This is an optimization exercise on Yosys and OpenROAD, whose aim is small area and a short achievable clock period, not a production implementation. RTL that was checked went through simulation tests only; none was proved equivalent to the original. The flow treats the clock pin as an ideal source, which a real chip does not have. Power is estimated from default activity; no workload was simulated.

## axis_master
module axis_master(
    input logic bk_start,
    input logic [31:0] bk_data,
    input logic [3:0] bk_tstrb,
    input logic [3:0] bk_tkeep,
    input logic [1:0] bk_tid,
    input logic [1:0] bk_user,
    output logic bk_nordy,
    output logic bk_done,
    input axi_aclk,
    input axi_aresetn,
    output logic axis_tvalid,
    output logic [31:0] axis_tdata,
    output logic [3:0] axis_tstrb,
    output logic [3:0] axis_tkeep,
    output logic axis_tlast,
    output logic [1:0] axis_tid,
    output logic [1:0] axis_tuser,
    input axis_tready
);
For scale: ~1000 cells after synthesis, roughly 96 I/O pins, about 0.016 sq mm of cells after synthesis.
Settings: LEC_CHECK=0, CAP_MARGIN=20, CORE_MARGIN=2, CORE_UTILIZATION=40, CTS_BUF_LIST=sky130_fd_sc_hd__clkbuf_8, SETUP_SLACK_MARGIN=3.0, SLEW_MARGIN=20; clock period 5.0 ns.
run.sh (not shown) runs the stock make flow with config.mk's settings and CLKGATE_MAP_FILE= SYNTH_SCRIPT=/design/flow/synth_recipe.tcl, a recipe that flattens the netlist after the stock synthesis.
The first run completed with no timing, DRC or antenna violations.
Next try:
==> flow/flow/run.sh (new file) <==
#!/bin/bash
# Standard ORFS layout, with one change to the clock tree: after CTS the root
# buffer between the clock port and the first level of clock buffers is
# removed, so the port drives those (two) buffers directly and every
# register's clock passes through two buffers instead of three. Each tool's
# output goes to a log file in this folder. The port buffers are
# sky130_fd_sc_hd__buf_2 instead of the default pick; timing repair resizes
# them where needed.
set -euo pipefail
R=orfs/results/sky130hd/axis_master/base
OPENROAD=$(command -v openroad || echo "$FLOW_HOME/../tools/install/OpenROAD/bin/openroad")
bash standard.sh "BUFFER_PORTS_ARGS=-buffer_cell sky130_fd_sc_hd__buf_2" cts > make_to_cts.log 2>&1
IN_ODB=$R/4_cts.odb OUT_ODB=$R/4_cts.odb "$OPENROAD" -no_init -exit flow/clkroot.tcl > clkroot.log 2>&1
bash standard.sh "BUFFER_PORTS_ARGS=-buffer_cell sky130_fd_sc_hd__buf_2" finish > make_finish.log 2>&1
==> flow/flow/clkroot.tcl (new file) <==
# Drive the first level of clock buffers straight from the clock port:
# remove the single root buffer CTS puts between the port and them, so the
# clock reaches every register through two buffers instead of three.
# Usage: openroad -exit clkroot.tcl with IN_ODB, OUT_ODB set.
read_db $::env(IN_ODB)
set block [ord::get_db_block]
set port_net [$block findNet axi_aclk]
set roots {}
foreach it [$port_net getITerms] {
  lappend roots [$it getInst]
}
if {[llength $roots] != 1} {
  puts "clkroot: port drives [llength $roots] cells, leaving the tree as it is"
} else {
  set root [lindex $roots 0]
  set rnet [[$root findITerm X] getNet]
  set loads {}
  foreach it [$rnet getITerms] {
    if {[$it isInputSignal]} { lappend loads $it }
  }
  if {[llength $loads] > 4} {
    puts "clkroot: root drives [llength $loads] pins, leaving the tree as it is"
  } else {
    foreach it $loads {
      $it disconnect
      $it connect $port_net
    }
    [$root findITerm A] disconnect
    [$root findITerm X] disconnect
    odb::dbInst_destroy $root
    odb::dbNet_destroy $rnet
    puts "clkroot: removed [$root getName]; port now drives [llength $loads] buffers"
  }
}
write_db $::env(OUT_ODB)
==> flow/standard.sh (new file) <==
#!/bin/bash
# synth_recipe.tcl (not shown) runs the flow's synth.tcl, then flattens the netlist and writes it again
# the make line also repeats each setting of config.mk as NAME=value (left out here)
make -C /OpenROAD-flow-scripts/flow DESIGN_CONFIG=/design/flow/config.mk WORK_HOME=/design/flow/orfs CLKGATE_MAP_FILE= SYNTH_SCRIPT=/design/flow/synth_recipe.tcl "${@:-finish}"
Settings changed: CTS_BUF_LIST sky130_fd_sc_hd__clkbuf_8 to unset, CTS_CLUSTER_DIAMETER set to 120, CTS_CLUSTER_SIZE set to 25, SETUP_SLACK_MARGIN 3.0 to 2.9.
removed: flow/run.sh
Effect:
- The changed run finished clean
- cell area falls by 7.3%
- setup slack is better by 0.11 ns
- combinational power drops by about 10%
- total power went down by 13%
- sequential cell count does not change
- routed wire length goes down by 4.8%
- cell count shrinks by about 6.6%
- clock skew grows by 0.0055 ns
- sequential share of layout area is higher by 4.8 points
Next try:
==> flow/flow/run.sh (replaced) <==
#!/bin/bash
# Standard ORFS layout, with one change to the clock tree: after CTS the root
# buffer between the clock port and the first level of clock buffers is
# removed, so the port drives those (two) buffers directly and every
# register's clock passes through two buffers instead of three. Each tool's
# output goes to a log file in this folder.
set -euo pipefail
R=orfs/results/sky130hd/axis_master/base
OPENROAD=$(command -v openroad || echo "$FLOW_HOME/../tools/install/OpenROAD/bin/openroad")
bash standard.sh cts > make_to_cts.log 2>&1
IN_ODB=$R/4_cts.odb OUT_ODB=$R/4_cts.odb "$OPENROAD" -no_init -exit flow/clkroot.tcl > clkroot.log 2>&1
bash standard.sh finish > make_finish.log 2>&1
Settings changed: CTS_CLUSTER_DIAMETER 120 to 100, CTS_CLUSTER_SIZE 25 to 20, SETUP_SLACK_MARGIN 2.9 to 3.0.
What happened: Global-route usage is higher by 0.76 points. Cell area is higher by a few percent. Setup slack gets better by 0.018 ns.
Next try:
==> flow/run.sh (new file) <==
#!/bin/bash
# synth_recipe.tcl (not shown) runs the flow's synth.tcl, then flattens the netlist and writes it again
# the make line also repeats each setting of config.mk as NAME=value (left out here)
make -C /OpenROAD-flow-scripts/flow DESIGN_CONFIG=/design/flow/config.mk WORK_HOME=/design/flow/orfs CLKGATE_MAP_FILE= SYNTH_SCRIPT=/design/flow/synth_recipe.tcl finish
Settings changed: CTS_CLUSTER_DIAMETER 100 to unset, CTS_CLUSTER_SIZE 20 to unset, SETUP_SLACK_MARGIN 3.0 to unset.
removed: flow/flow/run.sh
removed: flow/flow/clkroot.tcl
removed: flow/standard.sh
=> The new run produced a clean layout; worst setup slack got worse by 0.99 ns; routed wire length came out lower by 12%; global-route usage decreases by 1.5 points; via count went down by 4.5%; cell area went down by 2.2%; synthesized cell count stays the same; count of clock-buffer cells in the layout goes up by 21; cell count fell by 1.8%; first-iteration DRC count drops by 29%; utilization shrinks by 1.1 points; fmax is lower by 32%.
Next try:
Settings changed: CTS_CLUSTER_DIAMETER set to 120, CTS_CLUSTER_SIZE set to 25, SETUP_SLACK_MARGIN set to 3.0.
Result:
- non-clock buffer count rose by 41
- cell count barely changes
- routed wire length rose by 9.8%
- power fell by 7.3%
- clock power fell by 43%
- global-route usage rose by 1.4 points
- final area rose by 0.61%
- first-iteration DRC count rose by 12%
- clock-buffer cell count fell by 30
- combinational power rose by 23%


Another version of the RTL of axis_master (not shown whole).
For scale: roughly 96 I/O pins, about 16,000 um2 of cells after synthesis.
==> flow/config.mk <==
export PLATFORM = sky130hd
export DESIGN_NAME = axis_master
export DESIGN_NICKNAME = axis_master
export VERILOG_FILES = /design/flow/design.v
export SDC_FILE = /design/flow/constraint.sdc
export NUM_CORES = 4
export LEC_CHECK = 0
export CAP_MARGIN = 20
export CORE_MARGIN = 2
export CORE_UTILIZATION = 40
export CTS_CLUSTER_DIAMETER = 100
export CTS_CLUSTER_SIZE = 20
export SETUP_SLACK_MARGIN = 3.0
export SLEW_MARGIN = 20
export SYNTH_HIERARCHICAL = 1
==> flow/constraint.sdc <==
create_clock -name core_clock -period 5.0 [get_ports {axi_aclk}]
set_input_delay 1.0000 -clock core_clock [delete_from_list [all_inputs] [get_ports {axi_aclk}]]
set_output_delay 1.0000 -clock core_clock [all_outputs]
set_load 0.01 [all_outputs]
standard.sh (not shown) runs the stock make flow with config.mk's settings and CLKGATE_MAP_FILE= SYNTH_SCRIPT=/design/flow/synth_recipe.tcl, a recipe that flattens the netlist after the stock synthesis.
==> flow/flow/run.sh <==
#!/bin/bash
# Standard ORFS layout, with one change to the clock tree: after CTS the root
# buffer between the clock port and the first level of clock buffers is
# removed, so the port drives those (two) buffers directly and every
# register's clock passes through two buffers instead of three. Each tool's
# output goes to a log file in this folder.
set -euo pipefail
R=orfs/results/sky130hd/axis_master/base
OPENROAD=$(command -v openroad || echo "$FLOW_HOME/../tools/install/OpenROAD/bin/openroad")
bash standard.sh cts > make_to_cts.log 2>&1
IN_ODB=$R/4_cts.odb OUT_ODB=$R/4_cts.odb "$OPENROAD" -no_init -exit flow/clkroot.tcl > clkroot.log 2>&1
bash standard.sh finish > make_finish.log 2>&1
==> flow/flow/clkroot.tcl <==
# Drive the first level of clock buffers straight from the clock port:
# remove the single root buffer CTS puts between the port and them, so the
# clock reaches every register through two buffers instead of three.
# Usage: openroad -exit clkroot.tcl with IN_ODB, OUT_ODB set.
read_db $::env(IN_ODB)
set block [ord::get_db_block]
set port_net [$block findNet axi_aclk]
set roots {}
foreach it [$port_net getITerms] {
  lappend roots [$it getInst]
}
if {[llength $roots] != 1} {
  puts "clkroot: port drives [llength $roots] cells, leaving the tree as it is"
} else {
  set root [lindex $roots 0]
  set rnet [[$root findITerm X] getNet]
  set loads {}
  foreach it [$rnet getITerms] {
    if {[$it isInputSignal]} { lappend loads $it }
  }
  if {[llength $loads] > 4} {
    puts "clkroot: root drives [llength $loads] pins, leaving the tree as it is"
  } else {
    foreach it $loads {
      $it disconnect
      $it connect $port_net
    }
    [$root findITerm A] disconnect
    [$root findITerm X] disconnect
    odb::dbInst_destroy $root
    odb::dbNet_destroy $rnet
    puts "clkroot: removed [$root getName]; port now drives [llength $loads] buffers"
  }
}
write_db $::env(OUT_ODB)
Next try:
==> flow/run.sh (new file) <==
#!/bin/bash
# synth_recipe.tcl (not shown) runs the flow's synth.tcl, then flattens the netlist and writes it again
# the make line also repeats each setting of config.mk as NAME=value (left out here)
make -C /OpenROAD-flow-scripts/flow DESIGN_CONFIG=/design/flow/config.mk WORK_HOME=/design/flow/orfs CLKGATE_MAP_FILE= SYNTH_SCRIPT=/design/flow/synth_recipe.tcl finish
SETUP_SLACK_MARGIN = 2.8   (was 3.0)
removed: flow/flow/run.sh
removed: flow/flow/clkroot.tcl
removed: flow/standard.sh
Global-route usage goes up by 0.21 points.
Area after synthesis stays the same.
Die area is unchanged.
Fmax barely changes.
Setup slack gains 0.0031 ns.
Clock-buffer cell count climbs by 1.
Next try:
CTS_CLUSTER_DIAMETER = 120   (was 100)
CTS_CLUSTER_SIZE = 25   (was 20)
SETUP_SLACK_MARGIN = 3.0   (was 2.8)
The changed run finished clean.
Hold slack improved by 0.012 ns.
Maximum frequency went down slightly.
First-iteration DRC count went down by roughly a tenth.
Core utilization went up by 0.10 points.
Wire length went up by a few percent.
Total power went down by a few percent.
Worst setup slack got worse by 0.018 ns.
Sequential power barely changes.
Area after synthesis stays the same.
Count of clock-buffer cells in the layout went down by 10.
Next try:
CTS_CLUSTER_DIAMETER = 100   (was 120)
CTS_CLUSTER_SIZE = 20   (was 25)
Design area came out higher by 0.74%. Utilization came out higher by 0.37 points. Power came out higher by 4.4%. Combinational power came out higher by about 5%. Synthesized area is unchanged.
Function was not checked in any run of this note: the RTL went through the layout flow alone.

## static timing again, ports no longer ideal
No port has a modelled driver above. Below, the same layouts with a new extraction and two added sets of constraints. Step 1 assumes that a clkbuf_16 drives the clock port and a buf_2 every other input. Step 2 also shifts input and output timing later by t, the mid clock arrival at the registers, as if the neighbouring blocks saw the same clock. Slacks: ideal / step 1 / step 2; pairs: ideal / step 1.
run | t, ns | setup slack, ns | worst register clock-pin slew, ns
the first run of note 1 | 0.645 | 2.789 / 2.738 / 2.341 | 0.06 / 0.06
the second run of note 1 | 0.471 | 2.894 / 2.890 / 2.490 | 0.11 / 0.11
the third run of note 1 | 0.474 | 2.913 / 2.849 / 2.453 | 0.09 / 0.09
the fourth run of note 1 | 0.598 | 1.925 / 1.953 / 1.355 | 0.06 / 0.06
the fifth run of note 1 | 0.585 | 2.770 / 2.719 / 2.473 | 0.10 / 0.10
the first run of note 2 | 0.484 | 2.779 / 2.744 / 2.259 | 0.09 / 0.09
the second run of note 2 | 0.606 | 2.782 / 2.769 / 2.223 | 0.09 / 0.09
the third run of note 2 | 0.583 | 2.764 / 2.764 / 2.210 | 0.11 / 0.11
the fourth run of note 2 | 0.597 | 2.793 / 2.793 / 2.196 | 0.09 / 0.09
After both steps setup and hold are still met in every run listed. The setup slack of the fourth run of note 2, which loses most, moves by 0.000 ns with the drivers and by -0.597 ns with both steps.
